What follows belongs to an exercise in optimizing a design on an open flow for small area and a short achievable clock period; a production flow would make more cautious choices.
The clock port is modelled as an ideal driver; clocking choices that lean on that would not hold on a real chip.

Setup of oak:
Design Vedic, start of the top module:
module Vedic(
  input             clk,
  input             rst,
  input      [31:0] A_5,
  input      [31:0] B_5,
  output reg [63:0] Q_REG
);
Size in the first run: ~2600 cells after synthesis, ~140 flip-flops, about 31000 um2 of cells after synthesis.
export LEC_CHECK = 0
export CAP_MARGIN = 20
export CORE_MARGIN = 2
export CORE_UTILIZATION = 40
export SLEW_MARGIN = 20
export SYNTH_HIERARCHICAL = 1
export SYNTH_MINIMUM_KEEP_SIZE = 0
create_clock -name core_clock -period 14.0 [get_ports {clk}]
standard.sh (not shown) runs the stock make flow with config.mk's settings and CLKGATE_MAP_FILE= SYNTH_SCRIPT=/design/flow/synth_recipe.tcl, a recipe that flattens the netlist after the stock synthesis.
==> flow/flow/run.sh <==
#!/bin/bash
# The standard layout (standard.sh, unchanged synthesis) with these changes:
#  - the port buffers are buf_1 (ORFS picks a larger delay buffer by default);
#  - after floorplan, ABC's buffers are removed and every combinational cell
#    is set to its smallest size (flow/downsize.tcl);
#  - CTS's setup repair runs after that skew (in flow/skew.tcl), and it and
#    the later repairs aim at 8.75 ns of setup slack on the 14 ns clock,
#    working on the worst paths (TNS_END_PERCENT=0), so they size up only
#    the cells that the critical paths need; the hold repair fixes the short
#    paths into Q_REG that the skew leaves too fast, with 0.1 ns to spare.
# The make output goes to make_finish.log; each ORFS step keeps its own log
# under orfs/logs.
set -euo pipefail
HERE=$(pwd)
export SKEW_CELLS="dlygate4sd3_1 dlygate4sd3_1"
bash standard.sh \
  "BUFFER_PORTS_ARGS=-buffer_cell sky130_fd_sc_hd__buf_1" \
  REMOVE_ABC_BUFFERS=1 \
  POST_FLOORPLAN_TCL=$HERE/flow/downsize.tcl \
  POST_CTS_TCL=$HERE/flow/skew.tcl \
  SETUP_SLACK_MARGIN=8.75 TNS_END_PERCENT=0 HOLD_SLACK_MARGIN=0.1 SKIP_CTS_REPAIR_TIMING=1 \
  finish > make_finish.log 2>&1
Other scripts of this flow, unchanged in this note and not shown: flow/flow/downsize.tcl, flow/flow/skew.tcl
oak reached the final stage; the timing, DRC and antenna checks on its layout passed.
diff inputs: oak => cedar
--- a/flow/flow/run.sh
+++ b/flow/flow/run.sh
@@ -6,5 +6,5 @@
 #  - CTS's setup repair runs after that skew (in flow/skew.tcl), and it and
 #    the later repairs aim at 8.75 ns of setup slack on the 14 ns clock,
-#    working on the worst paths (TNS_END_PERCENT=0), so they size up only
+#    working on the worst paths (TNS_END_PERCENT=10), so they size up only
 #    the cells that the critical paths need; the hold repair fixes the short
 #    paths into Q_REG that the skew leaves too fast, with 0.1 ns to spare.
@@ -19,4 +19,4 @@
   POST_FLOORPLAN_TCL=$HERE/flow/downsize.tcl \
   POST_CTS_TCL=$HERE/flow/skew.tcl \
-  SETUP_SLACK_MARGIN=8.75 TNS_END_PERCENT=0 HOLD_SLACK_MARGIN=0.1 SKIP_CTS_REPAIR_TIMING=1 \
+  SETUP_SLACK_MARGIN=8.75 TNS_END_PERCENT=10 HOLD_SLACK_MARGIN=0.1 SKIP_CTS_REPAIR_TIMING=1 \
   finish > make_finish.log 2>&1
[summary]
No stage failed in cedar, and the final checks on the layout all came back clean. Reported for cedar and oak, layout net count turned out identical to the last digit. Number of top-level pins: oak vs cedar identical. cedar and oak ended up with roughly the same sequential share of layout area. Compared with oak, in cedar register-to-register path setup slack now sits at about the same level, count of multi-input gates ~0 delta. From oak to cedar, final critical-path setup slack did not move at all. Diff oak..cedar | core occupancy in the finished layout | unchanged.
No run of this note included a check of the RTL's function; only the layout flow was run.

========
== red ==
Vedic, a different RTL version from the one above (not shown whole).
For scale: roughly 2200 cells after synthesis, ~130 I/O pins, about 28000 sq um of cells after synthesis.
// Vedic
module Vedic(
  input             clk,
  input             rst,
  input      [31:0] A_5,
  input      [31:0] B_5,
  output reg [63:0] Q_REG
);
export LEC_CHECK = 0
export CAP_MARGIN = 20
export CORE_MARGIN = 2
export CORE_UTILIZATION = 40
export SLEW_MARGIN = 20
export SYNTH_HIERARCHICAL = 1
export SYNTH_MINIMUM_KEEP_SIZE = 0
create_clock -name core_clock -period 14.0 [get_ports {clk}]
run.sh (not shown) runs the stock make flow with config.mk's settings and CLKGATE_MAP_FILE= SYNTH_SCRIPT=/design/flow/synth_recipe.tcl, a recipe that flattens the netlist after the stock synthesis.
Stock flow here: none of the scripts above is used.
Edits applied to the flow inputs when going from red to blue:
Settings: setting ABC_AREA to 1 for the first time.
--- outcome ---
- blue packs its core more loosely than red.
- Area taken by multi-input logic gates ended up about 5% higher on blue than on red.
- Routed wire in blue totals more than in red.
No functional check of the RTL was part of any run of this note.

[port drivers added, routing unchanged]
Ports are ideal in the flow. The routed layouts listed here were re-timed in OpenROAD.
Step 1 (the two cells are an assumption about what drives the block):
set clk [get_ports {clk}]
set_driving_cell -lib_cell sky130_fd_sc_hd__clkbuf_16 $clk
set_driving_cell -lib_cell sky130_fd_sc_hd__buf_2 [delete_from_list [all_inputs] $clk]
Step 2, shift: input delay + t, output delay - t, t = (earliest + latest rising clock arrival at the registers) / 2. This alone moves slack from input paths to output paths.
Slacks: ideal ports / drivers / drivers and shift; pairs: ideal ports / drivers.
| run | shift t [ns] | slack for setup (ns) | hold WS [ns] | latest minus earliest clock arrival (ns) | worst data-port slew with drivers (ns) |
|---|---|---|---|---|---|
| oak | 1.228 | 8.699 / 8.699 / 8.699 | 0.160 / 0.160 / 0.160 | 1.413 / 1.414 | 0.05 |
| cedar | 1.228 | 8.699 / 8.699 / 8.699 | 0.160 / 0.160 / 0.160 | 1.413 / 1.414 | 0.05 |
| red | 0.583 | 5.418 / 5.418 / 5.418 | 1.036 / 1.036 / 1.036 | 0.028 / 0.028 | 0.08 |
| blue | 0.561 | 6.339 / 6.339 / 6.339 | 1.004 / 1.004 / 1.004 | 0.024 / 0.024 | 0.12 |
Clock arrivals are far apart in oak and cedar, so t is only a midpoint there and step 2 fits no single register.
